Context: an optimization exercise on an open-source flow, tuned for small area, a short achievable clock period and few clock cycles per item. The choices shown serve that exercise and are no tape-out recipe. Function was not checked in any run shown here: the RTL went through the layout flow alone. Power is estimated from default activity; no workload was simulated.

===== flow/run.sh =====
#!/bin/bash
# synth_recipe.tcl (not shown) runs the flow's synth.tcl, then flattens the netlist and writes it again
# the make line also repeats each setting of config.mk as NAME=value (left out here)
make -C /OpenROAD-flow-scripts/flow DESIGN_CONFIG=/design/flow/config.mk WORK_HOME=/design/flow/orfs CLKGATE_MAP_FILE= SYNTH_SCRIPT=/design/flow/synth_recipe.tcl finish

===== flow/config.mk =====
export PLATFORM = sky130hd
export DESIGN_NAME = div32
export DESIGN_NICKNAME = div32
export VERILOG_FILES = /design/flow/design.v
export SDC_FILE = /design/flow/constraint.sdc
export NUM_CORES = 4
export LEC_CHECK = 0
export ABC_AREA = 1
export CAP_MARGIN = 20
export CORE_MARGIN = 2
export CORE_UTILIZATION = 50
export CTS_BUF_LIST = sky130_fd_sc_hd__clkbuf_8 sky130_fd_sc_hd__clkbuf_16
export CTS_CLUSTER_SIZE = 10
export SLEW_MARGIN = 20

===== flow/constraint.sdc =====
create_clock -name core_clock -period 140.0 [get_ports {clk}]
set_input_delay 28.0000 -clock core_clock [delete_from_list [all_inputs] [get_ports {clk}]]
set_output_delay 28.0000 -clock core_clock [all_outputs]
set_load 0.01 [all_outputs]

===== flow/design.v =====
module divmod
#(parameter W = 32)
(
    input  wire [W-1:0] n,    
    input  wire [31:0]  b,    
    output wire [W-1:0] ro,   
    output wire         qo    
);
wire [W:0]   c;
wire [W-1:0] x = c[W-1:0] ^ ~b[W-1:0];
assign c[0] = 1'b1;
genvar k;
generate for (k = 0; k < W; k = k + 1) begin : chain
    assign c[k+1] = x[k] ? n[k] : c[k];
end endgenerate
generate if (W < 32) begin : narrow
    assign qo = c[W] & ~|b[31:W];
end else begin : full
    assign qo = c[W];
end endgenerate
assign ro = n ^ ({W{qo}} & x);
endmodule
module div32
(
    input  wire        clk,
    input  wire        rst,
    input  wire        in_valid,
    output wire        in_ready,
    input  wire [31:0] in_q,
    input  wire [31:0] in_b,
    output reg         out_valid,
    output reg  [31:0] out_q,
    output reg  [31:0] out_r
);
assign in_ready = 1'b1;
reg        v0;
reg [31:0] d0;
reg [31:0] b0;
always @(posedge clk) begin
    v0 <= in_valid & ~rst;
    d0 <= in_q;
    b0 <= in_b;
end
wire [0:0] r0;
wire        q0;
divmod #(.W(1)) Stage0 (.n(d0[31]), .b(b0), .ro(r0), .qo(q0));
wire [31:0] e0 = {d0[30:0], q0};
wire [1:0] r1;
wire        q1;
divmod #(.W(2)) Stage1 (.n({r0, e0[31]}), .b(b0), .ro(r1), .qo(q1));
wire [31:0] e1 = {e0[30:0], q1};
wire [2:0] r2;
wire        q2;
divmod #(.W(3)) Stage2 (.n({r1, e1[31]}), .b(b0), .ro(r2), .qo(q2));
wire [31:0] e2 = {e1[30:0], q2};
wire [3:0] r3;
wire        q3;
divmod #(.W(4)) Stage3 (.n({r2, e2[31]}), .b(b0), .ro(r3), .qo(q3));
wire [31:0] e3 = {e2[30:0], q3};
wire [4:0] r4;
wire        q4;
divmod #(.W(5)) Stage4 (.n({r3, e3[31]}), .b(b0), .ro(r4), .qo(q4));
wire [31:0] e4 = {e3[30:0], q4};
wire [5:0] r5;
wire        q5;
divmod #(.W(6)) Stage5 (.n({r4, e4[31]}), .b(b0), .ro(r5), .qo(q5));
wire [31:0] e5 = {e4[30:0], q5};
wire [6:0] r6;
wire        q6;
divmod #(.W(7)) Stage6 (.n({r5, e5[31]}), .b(b0), .ro(r6), .qo(q6));
wire [31:0] e6 = {e5[30:0], q6};
wire [7:0] r7;
wire        q7;
divmod #(.W(8)) Stage7 (.n({r6, e6[31]}), .b(b0), .ro(r7), .qo(q7));
wire [31:0] e7 = {e6[30:0], q7};
wire [8:0] r8;
wire        q8;
divmod #(.W(9)) Stage8 (.n({r7, e7[31]}), .b(b0), .ro(r8), .qo(q8));
wire [31:0] e8 = {e7[30:0], q8};
wire [9:0] r9;
wire        q9;
divmod #(.W(10)) Stage9 (.n({r8, e8[31]}), .b(b0), .ro(r9), .qo(q9));
wire [31:0] e9 = {e8[30:0], q9};
wire [10:0] r10;
wire        q10;
divmod #(.W(11)) Stage10 (.n({r9, e9[31]}), .b(b0), .ro(r10), .qo(q10));
wire [31:0] e10 = {e9[30:0], q10};
wire [11:0] r11;
wire        q11;
divmod #(.W(12)) Stage11 (.n({r10, e10[31]}), .b(b0), .ro(r11), .qo(q11));
wire [31:0] e11 = {e10[30:0], q11};
wire [12:0] r12;
wire        q12;
divmod #(.W(13)) Stage12 (.n({r11, e11[31]}), .b(b0), .ro(r12), .qo(q12));
wire [31:0] e12 = {e11[30:0], q12};
reg        v1;
reg [31:0] d1;
reg [31:0] b1;
reg [12:0] r1_q;
always @(posedge clk) begin
    v1 <= v0 & ~rst;
    d1 <= e12;
    b1 <= b0;
    r1_q <= r12;
end
wire [13:0] r13;
wire        q13;
divmod #(.W(14)) Stage13 (.n({r1_q, d1[31]}), .b(b1), .ro(r13), .qo(q13));
wire [31:0] e13 = {d1[30:0], q13};
wire [14:0] r14;
wire        q14;
divmod #(.W(15)) Stage14 (.n({r13, e13[31]}), .b(b1), .ro(r14), .qo(q14));
wire [31:0] e14 = {e13[30:0], q14};
wire [15:0] r15;
wire        q15;
divmod #(.W(16)) Stage15 (.n({r14, e14[31]}), .b(b1), .ro(r15), .qo(q15));
wire [31:0] e15 = {e14[30:0], q15};
wire [16:0] r16;
wire        q16;
divmod #(.W(17)) Stage16 (.n({r15, e15[31]}), .b(b1), .ro(r16), .qo(q16));
wire [31:0] e16 = {e15[30:0], q16};
wire [17:0] r17;
wire        q17;
divmod #(.W(18)) Stage17 (.n({r16, e16[31]}), .b(b1), .ro(r17), .qo(q17));
wire [31:0] e17 = {e16[30:0], q17};
wire [18:0] r18;
wire        q18;
divmod #(.W(19)) Stage18 (.n({r17, e17[31]}), .b(b1), .ro(r18), .qo(q18));
wire [31:0] e18 = {e17[30:0], q18};
wire [19:0] r19;
wire        q19;
divmod #(.W(20)) Stage19 (.n({r18, e18[31]}), .b(b1), .ro(r19), .qo(q19));
wire [31:0] e19 = {e18[30:0], q19};
wire [20:0] r20;
wire        q20;
divmod #(.W(21)) Stage20 (.n({r19, e19[31]}), .b(b1), .ro(r20), .qo(q20));
wire [31:0] e20 = {e19[30:0], q20};
reg        v2;
reg [31:0] d2;
reg [31:0] b2;
reg [20:0] r2_q;
always @(posedge clk) begin
    v2 <= v1 & ~rst;
    d2 <= e20;
    b2 <= b1;
    r2_q <= r20;
end
wire [21:0] r21;
wire        q21;
divmod #(.W(22)) Stage21 (.n({r2_q, d2[31]}), .b(b2), .ro(r21), .qo(q21));
wire [31:0] e21 = {d2[30:0], q21};
wire [22:0] r22;
wire        q22;
divmod #(.W(23)) Stage22 (.n({r21, e21[31]}), .b(b2), .ro(r22), .qo(q22));
wire [31:0] e22 = {e21[30:0], q22};
wire [23:0] r23;
wire        q23;
divmod #(.W(24)) Stage23 (.n({r22, e22[31]}), .b(b2), .ro(r23), .qo(q23));
wire [31:0] e23 = {e22[30:0], q23};
wire [24:0] r24;
wire        q24;
divmod #(.W(25)) Stage24 (.n({r23, e23[31]}), .b(b2), .ro(r24), .qo(q24));
wire [31:0] e24 = {e23[30:0], q24};
wire [25:0] r25;
wire        q25;
divmod #(.W(26)) Stage25 (.n({r24, e24[31]}), .b(b2), .ro(r25), .qo(q25));
wire [31:0] e25 = {e24[30:0], q25};
wire [26:0] r26;
wire        q26;
divmod #(.W(27)) Stage26 (.n({r25, e25[31]}), .b(b2), .ro(r26), .qo(q26));
wire [31:0] e26 = {e25[30:0], q26};
reg        v3;
reg [31:0] d3;
reg [31:0] b3;
reg [26:0] r3_q;
always @(posedge clk) begin
    v3 <= v2 & ~rst;
    d3 <= e26;
    b3 <= b2;
    r3_q <= r26;
end
wire [27:0] r27;
wire        q27;
divmod #(.W(28)) Stage27 (.n({r3_q, d3[31]}), .b(b3), .ro(r27), .qo(q27));
wire [31:0] e27 = {d3[30:0], q27};
wire [28:0] r28;
wire        q28;
divmod #(.W(29)) Stage28 (.n({r27, e27[31]}), .b(b3), .ro(r28), .qo(q28));
wire [31:0] e28 = {e27[30:0], q28};
wire [29:0] r29;
wire        q29;
divmod #(.W(30)) Stage29 (.n({r28, e28[31]}), .b(b3), .ro(r29), .qo(q29));
wire [31:0] e29 = {e28[30:0], q29};
wire [30:0] r30;
wire        q30;
divmod #(.W(31)) Stage30 (.n({r29, e29[31]}), .b(b3), .ro(r30), .qo(q30));
wire [31:0] e30 = {e29[30:0], q30};
wire [31:0] r31;
wire        q31;
divmod #(.W(32)) Stage31 (.n({r30, e30[31]}), .b(b3), .ro(r31), .qo(q31));
wire [31:0] e31 = {e30[30:0], q31};
always @(posedge clk) begin
    out_valid <= v3 & ~rst;
    out_q     <= e31;
    out_r     <= r31;
end
endmodule

==> results of run 1 <==
==> per-layer routing <==
layer,wire (µm),GRT usage,vias up
met5,0,0,-
met4,1620,0.0705,0
met2,34300,0.449,419
li1,-,-,13800
met1,31700,0.304,11600
met3,2570,0.0275,100
==> worst max path at each step <==
stage               slack, ps     start  cells after the start  endpoint
global placement       107760     b1[0]                    295   r2_q[3]
CTS                    107490     b1[0]                    295   r2_q[2]
floorplan              111670  out_q[0]                      0  out_q[0]
detailed placement     107580     b1[0]                    295   r2_q[2]
global route           102290     b1[0]                    296   r2_q[2]
finish                 107250     b1[0]                    295   r2_q[1]
==> power by group <==
group | switching (W) | total [W] | internal, W
Combinational | 0.0000572 | 0.0000923 | 0.0000350
Clock | 0.0000457 | 0.000111 | 0.0000658
Sequential | 0.00000691 | 0.000126 | 0.000119
==> worst register-to-register path: cells and delay by family, from the launching register on <==
family	cells	cell delay, ps
AO/OA/AOI/OAI	14	2500
XOR/XNOR	5	1300
buffers and inverters	6	1020
flip-flops	1	830
AND/OR/NAND/NOR	270	27020
==> cells by family (layout without fill, tap and decap cells) <==
family          after synthesis  count (layout)  share of synthesized area
simple gates               2750            2750                      0.436
buf+inv                     644             738                      0.106
flops                       386             386                      0.280
compound gates              108             108                     0.0241
xor+xnor                    453             453                      0.154
other cells                   1               1                   0.000136
==> Yosys cell counts (8+ instances only) <==
library cell	instances	area [µm²]
nor2_1	91	342
a21boi_1	8	60.1
a21oi_1	21	105
xor2_1	296	2590
or2_2	25	156
buf_6	31	349
buf_4	14	105
dfxtp_1	386	7730
nand2_2	43	269
inv_2	21	78.8
nand2_1	1610	6040
inv_1	506	1900
nand3_1	839	4200
o21ai_1	26	130
xor2_2	35	569
o21ai_0	20	100
nand3b_1	12	90.1
xnor2_1	121	1060
nand4_1	69	432
buf_2	23	115
nor2_2	13	81.3
clkbuf_1	24	90.1
o21bai_1	10	75.1
nand3_2	20	200
==> through the flow <==
| step | utilization | hold slack [ps] | worst slack (ps) | cells |
|---|---|---|---|---|
| after CTS | 0.553 | 320 | 107490 | 5140 |
| after detailed placement | 0.528 | 312 | 107580 | 5073 |
| final | 0.553 | 319 | 107250 | 5140 |
| after global placement | 0.528 | 310 | 107760 | 5073 |
| after floorplan | - | 310 | 111670 | 4342 |
| after global routing | 0.553 | 322 | 102290 | 5140 |
==> sequential cells by signal (all words and copies together), names as in the netlist <==
signal     flops
r3_q          27
v1             1
d0            32
b0            32
v3             1
d3            32
out_valid      1
v2             1
out_q         32
r1_q          13
d1            32
b3            32
b2            32
v0             1
r2_q          21
b1            32
out_r         32
d2            32
==> layout make-up <==
type                            instances  area [µm²]  area share
Clock inverter                         18         148     0.00487
Tap cell                              704         881      0.0291
Clock buffer                           49        1230      0.0404
Multi-Input combinational cell       3312       16900       0.558
Timing Repair Buffer                  136        1350      0.0445
Inverter                              535        2060      0.0679
Sequential cell                       386        7730       0.255
==> flow_summary.ini, run 1 <==
[status]
outcome = timing/DRC/antenna clean

[setup_path]
slowest_stage = dfxtp_1
critical_path_class = reg2reg
worstRegToRegCells = 295
r2r_setup_slack_ps = 107250
crit_path_start_kind = flop
timing.critical_path.mode_cell = nand2_1
regToRegStartpoint = b1[0]
critPathMaxFanout = 22
r2r-end = r2_q[1]
worst-path-buf-inv = 6
required_ps = 140450
crit_path_end_kind = flop
crit_arrival_ps = 33200
cpLargestDelayFamily = simple AND/OR/NAND/NOR gates
critPathMaxStageDelay_ps = 830

[finish]
syn_to_final_growth_pct = 9.96
finalNetCount = 4486
antennaDiodeCount = 0
drive_gt1_frac = 0.0555
mostFrequentLayoutCell = nand2_1
nFillCells = 5613
finish.instance_area_um2 = 30300
layout_common_cells = nand2_1 (1610), nand3_1 (839), inv_1 (513)

[die]
io_pins = 133
die_area_um2 = 57000
fp.dieH_um = 239
die_x_um = 239
core_area_um2 = 54800
num_rows = 86
initial_core_util = 0.503

[clock_network]
worstSkewPairLatency_ps = 580
cts_hold_buffers = 0
clockBufferDepth = 3
clkTransAtPathRegs_ps = 60
ctsResizeCount = 0
clock_sinks = 386
post_cts_buffers = 0
cts_made_buffers = 48
cts_tree = done
htree_levels = 2
cts_root_buf = clkbuf_16

[route]
route.detailed.drc = 0
firstDrtPassIters = 6
drt_iter0_drc = 1283
ant_nets = 0
wl_per_cell_um = 13.7
vias_per_cell = 5.03
vias = 25900
drt-total-wl_um = 70200

[power_and_ir_drop]
total_power_w = 0.000329
power_leakage_nw = 15.4
power_density_nw_per_um2 = 10.9
irDropWorstVdd_mv = 0.0122

[grt]
grt_max_degree = 66
grt_remaining_overflow = 0
track_usage = 0.246
grt_first_pass_wirelength_um = 115000
antenna_found_initial = 0
grt_pass1_vias = 23600

[sta]
slew_viol_final = 0
worstMarginPinSlew_ps = 1070
max_freq_ghz = 0.0305
slew_headroom = 0.283
fin_crit_sh = 0.234
setup_violations = 0
final.setup_skew_ps = 14.8
timing.setup.tns_ps = 0
rsz0062_at_grt = false
finalHoldViolCount = 0
finalCriticalPeriod_ps = 32750

[yosys]
synth-seq-cells = 386
yosysWarnings = 1
ys_seq_area_frac = 0.280
async_flop_share = 0
syn_area_per_cell_um2 = 6.35
syn_area_um2 = 27600
syn_nets = 4409
ys.flop_type = dfxtp_1
ys_types = 54
synth_edf_count = 0
syn_inst = 4342

[hold_path]
min_from = d3[20]
whs_path_depth = 0
min_path_type = reg2reg
min_to = out_q[25]

[place]
portBuffers = 131
place.gp.congestion = 0.949
dpl_cell_area_um2 = 28900
dp.final_hpwl_um = 54600

[job]
drv_cap = 0
==> run 2, diff against run 1 <==
--- a/flow/config.mk
+++ b/flow/config.mk
@@ -8,7 +8,8 @@
 export ABC_AREA = 1
 export CAP_MARGIN = 20
 export CORE_MARGIN = 2
-export CORE_UTILIZATION = 50
+export CORE_UTILIZATION = 70
 export CTS_BUF_LIST = sky130_fd_sc_hd__clkbuf_8 sky130_fd_sc_hd__clkbuf_16
 export CTS_CLUSTER_SIZE = 10
+export PLACE_DENSITY = 0.8
 export SLEW_MARGIN = 20
==> run 2 against run 1 <==
- sequential share of layout area rose by 0.34 points
- maximum frequency up 2.4%
- hold slack improved by 2.7 ps
- area after synthesis unchanged
- register-to-register slack improved by 770 ps
- sequential power about the same
- count of clock-buffer cells in the layout decreased by 1
==> flow_summary.ini, run 2 <==
[yosys]
syn_nets = 4409
yosysWarnings = 1
ys_types = 54
syn_area_um2 = 27600
async_flop_share = 0
synth_top_area_share = 0.280
yosys.area.top_type = dfxtp_1
synth_area_leaders = dfxtp_1 (28%), nand2_1 (22%), nand3_1 (15%)
syn_area_per_cell_um2 = 6.35
synth-seq-cells = 386
ys_seq_area_frac = 0.280
synth.most_common_cell = nand2_1
synth_edf_count = 0
ys.flop_type = dfxtp_1
synth_common_cells = nand2_1 (1610), nand3_1 (839), inv_1 (506)
syn_inst = 4342

[status]
outcome = timing/DRC/antenna clean

[power_and_ir_drop]
irDropWorstVdd_mv = 0.00990
power_leakage_nw = 15.3
power_density_nw_per_um2 = 10.8

[clock_network]
cts_hold_buffers = 0
cts_made_buffers = 45
cts_tree = done
htree_levels = 2
cts_root_buf = clkbuf_16
ctsResizeCount = 0
post_cts_buffers = 0
clkTransAtPathRegs_ps = 60
clock_sinks = 386
clockBufferDepth = 3
worstSkewPairLatency_ps = 580

[sta]
max_freq_ghz = 0.0313
fin_crit_sh = 0.228
finalCriticalPeriod_ps = 31980
slew_viol_final = 0
setup_violations = 0
timing.setup.tns_ps = 0
finalHoldViolCount = 0
slew_headroom = 0.312
timing.final.ws_setup_ps = 108020
final.setup_skew_ps = 30.0
rsz0062_at_grt = false
worstMarginPinSlew_ps = 1020

[grt]
grt_first_pass_wirelength_um = 112000
grt_max_degree = 65
antenna_found_initial = 0
grt_pass1_vias = 25000
grt_remaining_overflow = 0
track_usage = 0.324

[die]
core_area_um2 = 38700
num_rows = 72
die_x_um = 202
die_area_um2 = 41000
initial_core_util = 0.712
fp.dieH_um = 202
io_pins = 133

[setup_path]
cpLargestDelayFamily = simple AND/OR/NAND/NOR gates
crit_arrival_ps = 32440
critical_path_class = reg2reg
crit_path_end_kind = flop
critPathMaxStageDelay_ps = 760
worst-path-buf-inv = 6
critPathMaxFanout = 53
crit_path_start_kind = flop
slowest_stage = dfxtp_1
timing.critical_path.mode_cell = nand2_1
required_ps = 140460

[finish]
finalNetCount = 4479
syn_to_final_growth_pct = 8.52
mostFrequentLayoutCell = nand2_1
layout_common_cells = nand2_1 (1610), nand3_1 (839), inv_1 (509)
final_core_util = 0.772
drive_gt1_frac = 0.0527
antennaDiodeCount = 0
fin_cells = 4937

[place]
dp.final_hpwl_um = 49900
place_ws_ps = 108750
dp.cells = 4883
place.gp.congestion = 0.948
portBuffers = 131

[job]
drv_cap = 0

[route]
vias_per_cell = 5.44
firstDrtPassIters = 7
wl_per_cell_um = 13.5
route.detailed.drc = 0
drt-total-wl_um = 66500
drt_iter0_drc = 2048
ant_nets = 0
vias = 26900

[hold_path]
min_path_type = reg2reg
==> run 2: through the flow <==
stage          cell area (µm²)  hold slack (ps)  power, W
2_1_floorplan            27600              310  0.000197
3_3_place_gp             28700              310  0.000217
3_5_place_dp             28700              312  0.000219
4_1_cts                  29900              323  0.000323
5_1_grt                  29900              324  0.000342
6_report                 29900              321  0.000322
==> run 2: cells by family after synthesis <==
logic type	after synthesis	share of synthesized area
AO/OA/AOI/OAI	108	0.0241
other	1	0.000136
flip-flops	386	0.280
XOR/XNOR	453	0.154
buffers and inverters	644	0.106
AND/OR/NAND/NOR	2750	0.436
==> run 2: area by class of cell <==
cell class | count | area (µm²)
inverter | 535 | 2060
clock inverter | 6 | 62.6
tap | 518 | 648
clock buffer | 48 | 1180
multi-input combinational | 3312 | 16900
fill | 3198 | 8820
sequential | 386 | 7730
timing repair buffer | 132 | 1320
==> run 2: worst paths after layout <==
path,from,to,slack [ps],cells after the start
max,b2[0],r3_q[7],108020,292
min,d2[18],d3[24],320,0
min reg2reg,d2[18],d3[24],320,0
max reg2reg,b2[0],r3_q[7],108020,292
==> run 2: metal layers <==
metal	vias to the layer above	share of wire	track usage
met3	194	0.054	0.0382
met4	0	0.043	0.161
met2	796	0.48	0.583
met5	-	0	0
met1	12100	0.42	0.382
li1	13800	-	-
==> run 2: power by group <==
group | internal, W | switching [W] | leakage [nW]
combinational | 0.0000350 | 0.0000575 | 11.4
clock | 0.0000607 | 0.0000429 | 0.622
sequential | 0.000119 | 0.00000690 | 3.22

## port drivers added, routing unchanged
In the flow no input, the clock included, has a driving cell. The finished layouts below were timed again as built, in two steps. Step 1 assumes that a clkbuf_16 drives the clock port and a buf_2 every other input. Step 2 moves the port delays by t, midway between the first and last clock arrival at a register: inputs arrive t later, outputs are due t later. That takes back most of the time a late clock gives input paths. Slacks: ideal / step 1 / step 2; pairs: ideal / step 1.
| run | t, ns | slack for setup (ns) | clock arrival spread, ns | worst register clock-pin slew, ns | worst data-port slew with drivers (ns) |
|---|---|---|---|---|---|
| run 1 | 0.639 | 107.247 / 107.247 / 107.247 | 0.015 / 0.015 | 0.06 / 0.06 | 0.05 |
| run 2 | 0.626 | 108.021 / 108.021 / 108.021 | 0.030 / 0.030 | 0.06 / 0.06 | 0.05 |
After both steps every run listed still meets setup and hold.
